Source: an optimization exercise on an open RTL-to-GDS flow (aim: small area). Production flows keep margins and buffers that such runs may drop. Function was checked by simulation only, so behaviour that the tests miss may differ from the original. The flow treats the clock pin as an ideal source, which a real chip does not have. Power figures rest on the tool's default switching activity, not on a simulated workload.

== raven ==
// multi_clock_top
module multi_clock_top #(
    parameter REAL_CLK = 40,         
    parameter DEBOUNCE = 16,         
    parameter HOUR = 5,
    parameter MINUTE = 3,
    parameter SECOND = 21
)(
    input CLOCK_50,
    input [3: 0] KEY,
    input [17: 0] SW,
    output [3: 0] LEDG,
    output [6: 0] HEX0,
    output [6: 0] HEX2,
    output [6: 0] HEX3,
    output [6: 0] HEX4,
    output [6: 0] HEX5,
    output [6: 0] HEX6,
    output [6: 0] HEX7,
    output [6: 0] HEX1
);
Size: about 83 I/O pins, roughly 0.0039 mm^2 of cells after synthesis.
==> flow/config.mk <==
export PLATFORM = sky130hd
export DESIGN_NAME = multi_clock_top
export DESIGN_NICKNAME = multi_clock_top
export VERILOG_FILES = /design/flow/design.v
export SDC_FILE = /design/flow/constraint.sdc
export NUM_CORES = 4
export LEC_CHECK = 0
export CAP_MARGIN = 20
export CORE_MARGIN = 2
export CORE_UTILIZATION = 80
export SLEW_MARGIN = 20
==> flow/constraint.sdc <==
create_clock -name core_clock -period 12.0 [get_ports {CLOCK_50}]
set_input_delay 2.4000 -clock core_clock [delete_from_list [all_inputs] [get_ports {CLOCK_50}]]
set_output_delay 2.4000 -clock core_clock [all_outputs]
set_load 0.01 [all_outputs]
standard.sh (not shown) runs the stock make flow with config.mk's settings and CLKGATE_MAP_FILE= SYNTH_SCRIPT=/design/flow/synth_recipe.tcl, a recipe that flattens the netlist after the stock synthesis.
==> flow/flow/run.sh <==
#!/bin/bash
# Own layout flow, built on the standard ORFS flow (standard.sh):
#  1. the standard synthesis (standard.sh synth), unchanged;
#  2. its combinational logic re-mapped by ABC for area (resyn.tcl), registers
#     kept as they are; the result is proved equal to the standard netlist
#     (equiv.tcl) and used only if the proof passes;
#  3. the rest of the standard flow, with the port buffers made of the
#     smallest buffer cell, clock tree synthesis without dummy loads and each
#     clock buffer then sized to the smallest clkbuf that keeps the register
#     clock slew low (clock_buffers.tcl).
# Each tool writes its full output to a log of its own in this folder
# (and ORFS's steps also under orfs/logs).
set -euo pipefail
here=$(cd "$(dirname "$0")" && pwd)
work=$(pwd)
export BUFFER_PORTS_ARGS="-buffer_cell sky130_fd_sc_hd__buf_1"
export CTS_ARGS="-sink_clustering_enable -repair_clock_nets -dont_use_dummy_load -root_buf sky130_fd_sc_hd__clkbuf_4 -buf_list sky130_fd_sc_hd__clkbuf_4"
export POST_CTS_TCL="$here/clock_buffers.tcl"

bash standard.sh synth > synth.log 2>&1

res="$work/orfs/results/$FLOW_PLATFORM/multi_clock_top/base"
export LIB="$FLOW_HOME/platforms/$FLOW_PLATFORM/lib/sky130_fd_sc_hd__tt_025C_1v80.lib"
export TOP="$FLOW_TOP"
export IN="$res/1_2_yosys_standard.v"
export OUT="$work/resyn.v"
export OUTDIR="$work"
export ABC_SCRIPT="$here/abc_area.script"
# the platform's don't-use cells, the multi-output adder cells (which the
# re-mapping cannot use) and the clock and delay cells are kept out
export DONT_USE=$(grep -o 'cell ("sky130_fd_sc_hd__\(lpflow_[a-z0-9_]*\|probec\?_p_8\|fa[a-z0-9_]*\|ha_[0-9]*\|clk[a-z0-9_]*\|dly[a-z0-9_]*\)")' "$LIB" | sed 's/cell ("\(.*\)")/-dont_use \1/' | tr '\n' ' ')
cp "$res/1_2_yosys.v" "$IN"
if yosys -c "$here/resyn.tcl" > resyn.log 2>&1 && yosys -c "$here/equiv.tcl" > equiv.log 2>&1; then
  cp "$OUT" "$res/1_2_yosys.v"
  rm -f "$res/1_synth.odb" "$res/1_synth.sdc"
  echo "re-mapped netlist used" > resyn_result.txt
else
  echo "re-mapping failed or not proved; standard netlist kept" > resyn_result.txt
fi

bash standard.sh > standard.log 2>&1
Other scripts of this flow, unchanged in this note and not shown: flow/flow/abc_area.script, flow/flow/clock_buffers.tcl, flow/flow/equiv.tcl, flow/flow/resyn.tcl
diff inputs: raven => lagoon
Settings: CORE_UTILIZATION now 70, was 80.
--- outcome ---
lagoon against raven: fraction of met1 tracks used by global routing went down; row count rose by 8.0%; global-route wire length before repair has decreased. Route | lagoon vs raven | wire shorter in lagoon. Setup slack on lagoon is behind raven. | clock network fraction of design power | higher: raven |. As of lagoon, die area had risen by more than 10% compared to raven. The lower combinational share of power of lagoon and raven is in lagoon. Power after layout, lagoon and raven, lower one = lagoon. Higher clock period minus final worst setup slack among lagoon and raven: lagoon.

---

multi_clock_top, a different RTL version from the one above (not shown whole).
For scale: about 570 cells after synthesis, roughly 83 I/O pins.
==> flow/design.v (excerpt) <==
module multi_clock_top #(
    parameter REAL_CLK = 40,         
    parameter DEBOUNCE = 16,         
    parameter HOUR = 5,
    parameter MINUTE = 3,
    parameter SECOND = 21
)(
    input CLOCK_50,
    input [3: 0] KEY,
    input [17: 0] SW,
    output [3: 0] LEDG,
    output [6: 0] HEX0,
    output [6: 0] HEX2,
    output [6: 0] HEX3,
    output [6: 0] HEX4,
    output [6: 0] HEX5,
    output [6: 0] HEX6,
    output [6: 0] HEX7,
    output [6: 0] HEX1
);
==> flow/config.mk <==
export PLATFORM = sky130hd
export DESIGN_NAME = multi_clock_top
export DESIGN_NICKNAME = multi_clock_top
export VERILOG_FILES = /design/flow/design.v
export SDC_FILE = /design/flow/constraint.sdc
export NUM_CORES = 4
export LEC_CHECK = 0
export CAP_MARGIN = 20
export CORE_MARGIN = 2
export CORE_UTILIZATION = 70
export SLEW_MARGIN = 20
==> flow/constraint.sdc <==
create_clock -name core_clock -period 12.0 [get_ports {CLOCK_50}]
set_input_delay 2.4000 -clock core_clock [delete_from_list [all_inputs] [get_ports {CLOCK_50}]]
set_output_delay 2.4000 -clock core_clock [all_outputs]
set_load 0.01 [all_outputs]
Scripts as last shown in full above: flow/flow/run.sh
Other scripts of this flow, unchanged in this note and not shown: flow/flow/abc_area.script, flow/flow/clock_buffers.tcl, flow/flow/equiv.tcl, flow/flow/resyn.tcl
The baseline completed without violations.
Change:
--- a/flow/flow/run.sh
+++ b/flow/flow/run.sh
@@ -17,4 +17,6 @@
 export CTS_ARGS="-sink_clustering_enable -repair_clock_nets -dont_use_dummy_load -root_buf sky130_fd_sc_hd__clkbuf_4 -buf_list sky130_fd_sc_hd__clkbuf_4"
 export POST_CTS_TCL="$here/clock_buffers.tcl"
+# one tie cell for each constant value, not one per constant output
+export SKIP_REPAIR_TIE_FANOUT=1
 
 bash standard.sh synth > synth.log 2>&1
Outcome: The new run completed without violations. Worst setup slack stays flat. Die area is unchanged. Final cell count went down by about 0.7%.

---

Another version of the RTL of multi_clock_top (not shown whole).
Size in the first run: ~610 cells after synthesis, roughly 83 I/O pins, ~4100 µm² of cells after synthesis.
==> flow/design.v (excerpt) <==
module multi_clock_top #(
    parameter REAL_CLK = 40,         
    parameter DEBOUNCE = 16,         
    parameter HOUR = 5,
    parameter MINUTE = 3,
    parameter SECOND = 21
)(
    input CLOCK_50,
    input [3: 0] KEY,
    input [17: 0] SW,
    output [3: 0] LEDG,
    output [6: 0] HEX0,
    output [6: 0] HEX2,
    output [6: 0] HEX3,
    output [6: 0] HEX4,
    output [6: 0] HEX5,
    output [6: 0] HEX6,
    output [6: 0] HEX7,
    output [6: 0] HEX1
);
==> flow/config.mk <==
export PLATFORM = sky130hd
export DESIGN_NAME = multi_clock_top
export DESIGN_NICKNAME = multi_clock_top
export VERILOG_FILES = /design/flow/design.v
export SDC_FILE = /design/flow/constraint.sdc
export NUM_CORES = 4
export LEC_CHECK = 0
export CAP_MARGIN = 20
export CORE_MARGIN = 2
export CORE_UTILIZATION = 60
export SLEW_MARGIN = 20
==> flow/constraint.sdc <==
create_clock -name core_clock -period 12.0 [get_ports {CLOCK_50}]
set_input_delay 2.4000 -clock core_clock [delete_from_list [all_inputs] [get_ports {CLOCK_50}]]
set_output_delay 2.4000 -clock core_clock [all_outputs]
set_load 0.01 [all_outputs]
==> flow/flow/run.sh <==
#!/bin/bash
# Own layout flow, built on the standard ORFS flow (standard.sh):
#  1. the standard synthesis (standard.sh synth), unchanged;
#  2. its combinational logic re-mapped by ABC for area (resyn.tcl), registers
#     kept as they are; the result is proved equal to the standard netlist
#     (equiv.tcl) and used only if the proof passes;
#  3. the rest of the standard flow, with the port buffers made of the
#     smallest buffer cell, clock tree synthesis without dummy loads and each
#     clock buffer then sized to the smallest clkbuf that keeps the register
#     clock slew low (clock_buffers.tcl).
# Each tool writes its full output to a log of its own in this folder
# (and ORFS's steps also under orfs/logs).
set -euo pipefail
here=$(cd "$(dirname "$0")" && pwd)
work=$(pwd)
export BUFFER_PORTS_ARGS="-buffer_cell sky130_fd_sc_hd__buf_1"
export CTS_ARGS="-sink_clustering_enable -repair_clock_nets -dont_use_dummy_load -root_buf sky130_fd_sc_hd__clkbuf_4 -buf_list sky130_fd_sc_hd__clkbuf_4"
export POST_CTS_TCL="$here/clock_buffers.tcl"

bash standard.sh synth > synth.log 2>&1

res="$work/orfs/results/$FLOW_PLATFORM/multi_clock_top/base"
export LIB="$FLOW_HOME/platforms/$FLOW_PLATFORM/lib/sky130_fd_sc_hd__tt_025C_1v80.lib"
export TOP="$FLOW_TOP"
export IN="$res/1_2_yosys_standard.v"
export OUT="$work/resyn.v"
export OUTDIR="$work"
export ABC_SCRIPT="$here/abc_area.script"
# the platform's don't-use cells, the multi-output adder cells (which the
# re-mapping cannot use) and the clock and delay cells are kept out
export DONT_USE=$(grep -o 'cell ("sky130_fd_sc_hd__\(lpflow_[a-z0-9_]*\|probec\?_p_8\|fa[a-z0-9_]*\|ha_[0-9]*\|clk[a-z0-9_]*\|dly[a-z0-9_]*\)")' "$LIB" | sed 's/cell ("\(.*\)")/-dont_use \1/' | tr '\n' ' ')
cp "$res/1_2_yosys.v" "$IN"
if yosys -c "$here/resyn.tcl" > resyn.log 2>&1 && yosys -c "$here/equiv.tcl" > equiv.log 2>&1; then
  cp "$OUT" "$res/1_2_yosys.v"
  rm -f "$res/1_synth.odb" "$res/1_synth.sdc"
  echo "re-mapped netlist used" > resyn_result.txt
else
  echo "re-mapping failed or not proved; standard netlist kept" > resyn_result.txt
fi

bash standard.sh > standard.log 2>&1
==> flow/flow/equiv.tcl <==
# Check the re-mapped netlist on its own, then prove it equal to the standard
# one (registers paired by name).
yosys read_liberty -lib $::env(LIB)
yosys read_verilog $::env(OUT)
yosys hierarchy -top $::env(TOP)
yosys check -assert
yosys design -reset
yosys read_liberty -ignore_miss_func $::env(LIB)
yosys read_verilog $::env(IN)
yosys rename $::env(TOP) gold
yosys read_verilog $::env(OUT)
yosys rename $::env(TOP) gate
yosys flatten
yosys opt_clean
yosys async2sync
yosys equiv_make gold gate eq
yosys hierarchy -top eq
yosys equiv_simple -seq 1
yosys equiv_induct
yosys equiv_status -assert
==> flow/flow/resyn.tcl <==
# Re-map the combinational logic of the standard synthesis netlist for area.
# The registers (their instances, names and cell type) are kept as they are:
# every sequential cell (flip-flop or latch) is held as a black box while ABC
# maps the logic.
set lib $::env(LIB)
yosys read_liberty -ignore_miss_func $lib
yosys read_verilog $::env(IN)
yosys hierarchy -top $::env(TOP)
set seq {sky130_fd_sc_hd__*df* sky130_fd_sc_hd__*dl* sky130_fd_sc_hd__lpflow_inputisolatch*}
yosys setattr -mod -set keep_hierarchy 1 {*}$seq
yosys flatten
yosys opt_clean
yosys tee -o $::env(OUTDIR)/resyn_pre_stat.txt stat
yosys abc -liberty $lib -script $::env(ABC_SCRIPT) {*}$::env(DONT_USE)
yosys opt_clean -purge
yosys hilomap -singleton -hicell sky130_fd_sc_hd__conb_1 HI -locell sky130_fd_sc_hd__conb_1 LO
yosys insbuf -buf sky130_fd_sc_hd__buf_1 A X
yosys splitnets
yosys opt_clean -purge
yosys tee -o $::env(OUTDIR)/resyn_stat.txt stat -liberty $lib
yosys blackbox {*}$seq
yosys write_verilog -noattr -nohex -nodec $::env(OUT)
Other scripts of this flow, unchanged in this note and not shown: flow/flow/abc_area.script, flow/flow/clock_buffers.tcl
The baseline finished clean.
Next try:
--- a/flow/flow/run.sh
+++ b/flow/flow/run.sh
@@ -27,7 +27,5 @@
 export OUTDIR="$work"
 export ABC_SCRIPT="$here/abc_area.script"
-# the platform's don't-use cells, the multi-output adder cells (which the
-# re-mapping cannot use) and the clock and delay cells are kept out
-export DONT_USE=$(grep -o 'cell ("sky130_fd_sc_hd__\(lpflow_[a-z0-9_]*\|probec\?_p_8\|fa[a-z0-9_]*\|ha_[0-9]*\|clk[a-z0-9_]*\|dly[a-z0-9_]*\)")' "$LIB" | sed 's/cell ("\(.*\)")/-dont_use \1/' | tr '\n' ' ')
+export DONT_USE=$(grep -o 'cell ("sky130_fd_sc_hd__\(lpflow_[a-z0-9_]*\|probec\?_p_8\)")' "$LIB" | sed 's/cell ("\(.*\)")/-dont_use \1/' | tr '\n' ' ')
 cp "$res/1_2_yosys.v" "$IN"
 if yosys -c "$here/resyn.tcl" > resyn.log 2>&1 && yosys -c "$here/equiv.tcl" > equiv.log 2>&1; then
==> flow/flow/equiv.tcl (replaced) <==
# Prove the re-mapped netlist equal to the standard one (registers paired by name).
yosys read_liberty -ignore_miss_func $::env(LIB)
yosys read_verilog $::env(IN)
yosys rename $::env(TOP) gold
yosys read_verilog $::env(OUT)
yosys rename $::env(TOP) gate
yosys flatten
yosys opt_clean
yosys async2sync
yosys equiv_make gold gate eq
yosys hierarchy -top eq
yosys equiv_simple -seq 1
yosys equiv_induct
yosys equiv_status -assert
==> flow/flow/resyn.tcl (replaced) <==
# Re-map the combinational logic of the standard synthesis netlist for area.
# The registers (their instances, names and cell type) are kept as they are:
# every flip-flop cell is held as a black box while ABC maps the logic.
set lib $::env(LIB)
yosys read_liberty -ignore_miss_func $lib
yosys read_verilog $::env(IN)
yosys hierarchy -top $::env(TOP)
yosys setattr -mod -set keep_hierarchy 1 sky130_fd_sc_hd__dfxtp_1
yosys flatten
yosys opt_clean
yosys tee -o $::env(OUTDIR)/resyn_pre_stat.txt stat
yosys abc -liberty $lib -script $::env(ABC_SCRIPT) {*}$::env(DONT_USE)
yosys opt_clean -purge
yosys hilomap -singleton -hicell sky130_fd_sc_hd__conb_1 HI -locell sky130_fd_sc_hd__conb_1 LO
yosys insbuf -buf sky130_fd_sc_hd__buf_1 A X
yosys splitnets
yosys opt_clean -purge
yosys tee -o $::env(OUTDIR)/resyn_stat.txt stat -liberty $lib
yosys check -assert
yosys blackbox sky130_fd_sc_hd__dfxtp_1
yosys write_verilog -noattr -nohex -nodec $::env(OUT)
The changed run ran to the end with no violations.
Via count shrinks by 5.2%.
Synthesized area grows by 15%.
Utilization shrinks by 3.7 points.
Next try:
--- a/flow/flow/run.sh
+++ b/flow/flow/run.sh
@@ -27,5 +27,7 @@
 export OUTDIR="$work"
 export ABC_SCRIPT="$here/abc_area.script"
-export DONT_USE=$(grep -o 'cell ("sky130_fd_sc_hd__\(lpflow_[a-z0-9_]*\|probec\?_p_8\)")' "$LIB" | sed 's/cell ("\(.*\)")/-dont_use \1/' | tr '\n' ' ')
+# the platform's don't-use cells, the multi-output adder cells (which the
+# re-mapping cannot use) and the clock and delay cells are kept out
+export DONT_USE=$(grep -o 'cell ("sky130_fd_sc_hd__\(lpflow_[a-z0-9_]*\|probec\?_p_8\|fa[a-z0-9_]*\|ha_[0-9]*\|clk[a-z0-9_]*\|dly[a-z0-9_]*\)")' "$LIB" | sed 's/cell ("\(.*\)")/-dont_use \1/' | tr '\n' ' ')
 cp "$res/1_2_yosys.v" "$IN"
 if yosys -c "$here/resyn.tcl" > resyn.log 2>&1 && yosys -c "$here/equiv.tcl" > equiv.log 2>&1; then
--- a/flow/flow/equiv.tcl
+++ b/flow/flow/equiv.tcl
@@ -1,3 +1,9 @@
-# Prove the re-mapped netlist equal to the standard one (registers paired by name).
+# Check the re-mapped netlist on its own, then prove it equal to the standard
+# one (registers paired by name).
+yosys read_liberty -lib $::env(LIB)
+yosys read_verilog $::env(OUT)
+yosys hierarchy -top $::env(TOP)
+yosys check -assert
+yosys design -reset
 yosys read_liberty -ignore_miss_func $::env(LIB)
 yosys read_verilog $::env(IN)
--- a/flow/flow/resyn.tcl
+++ b/flow/flow/resyn.tcl
@@ -17,5 +17,4 @@
 yosys opt_clean -purge
 yosys tee -o $::env(OUTDIR)/resyn_stat.txt stat -liberty $lib
-yosys check -assert
 yosys blackbox sky130_fd_sc_hd__dfxtp_1
 yosys write_verilog -noattr -nohex -nodec $::env(OUT)
After rerunning:
- core utilization does not change
- critical path depth stays the same
- hold slack stays the same
- non-clock buffer count is unchanged

[separate check: timing with driven ports]
The results above use ideal ports. As a check the final layouts listed here were re-extracted and re-timed, cells and wires unchanged. Step 1, drivers: a clkbuf_16 drives CLOCK_50 and a buf_2 each remaining input, both assumed. Step 2 also shifts input and output timing later by t, the mid clock arrival at the registers, as if the neighbouring blocks saw the same clock. a / b / c = ideal ports / drivers / drivers and shift; a / b = the first two.
run | shift t [ns] | setup WS [ns] | worst setup path after step 2 | worst slew at a driven data input, ns
raven | 0.451 | 6.012 / 5.983 / 6.434 | register to output | 0.04
lagoon | 0.466 | 5.923 / 5.892 / 6.358 | register to output | 0.04
the first run of note 2 | 0.439 | 6.425 / 6.396 / 6.834 | register to output | 0.03
the second run of note 2 | 0.457 | 6.422 / 6.395 / 6.807 | input to output | 0.03
the first run of note 3 | 0.446 | 6.083 / 6.052 / 6.498 | register to output | 0.03
the second run of note 3 | 0.443 | 6.647 / 6.621 / 6.621 | input to output | 0.03
the third run of note 3 | 0.443 | 6.647 / 6.621 / 6.621 | input to output | 0.03
After both steps every run listed still meets setup and hold.
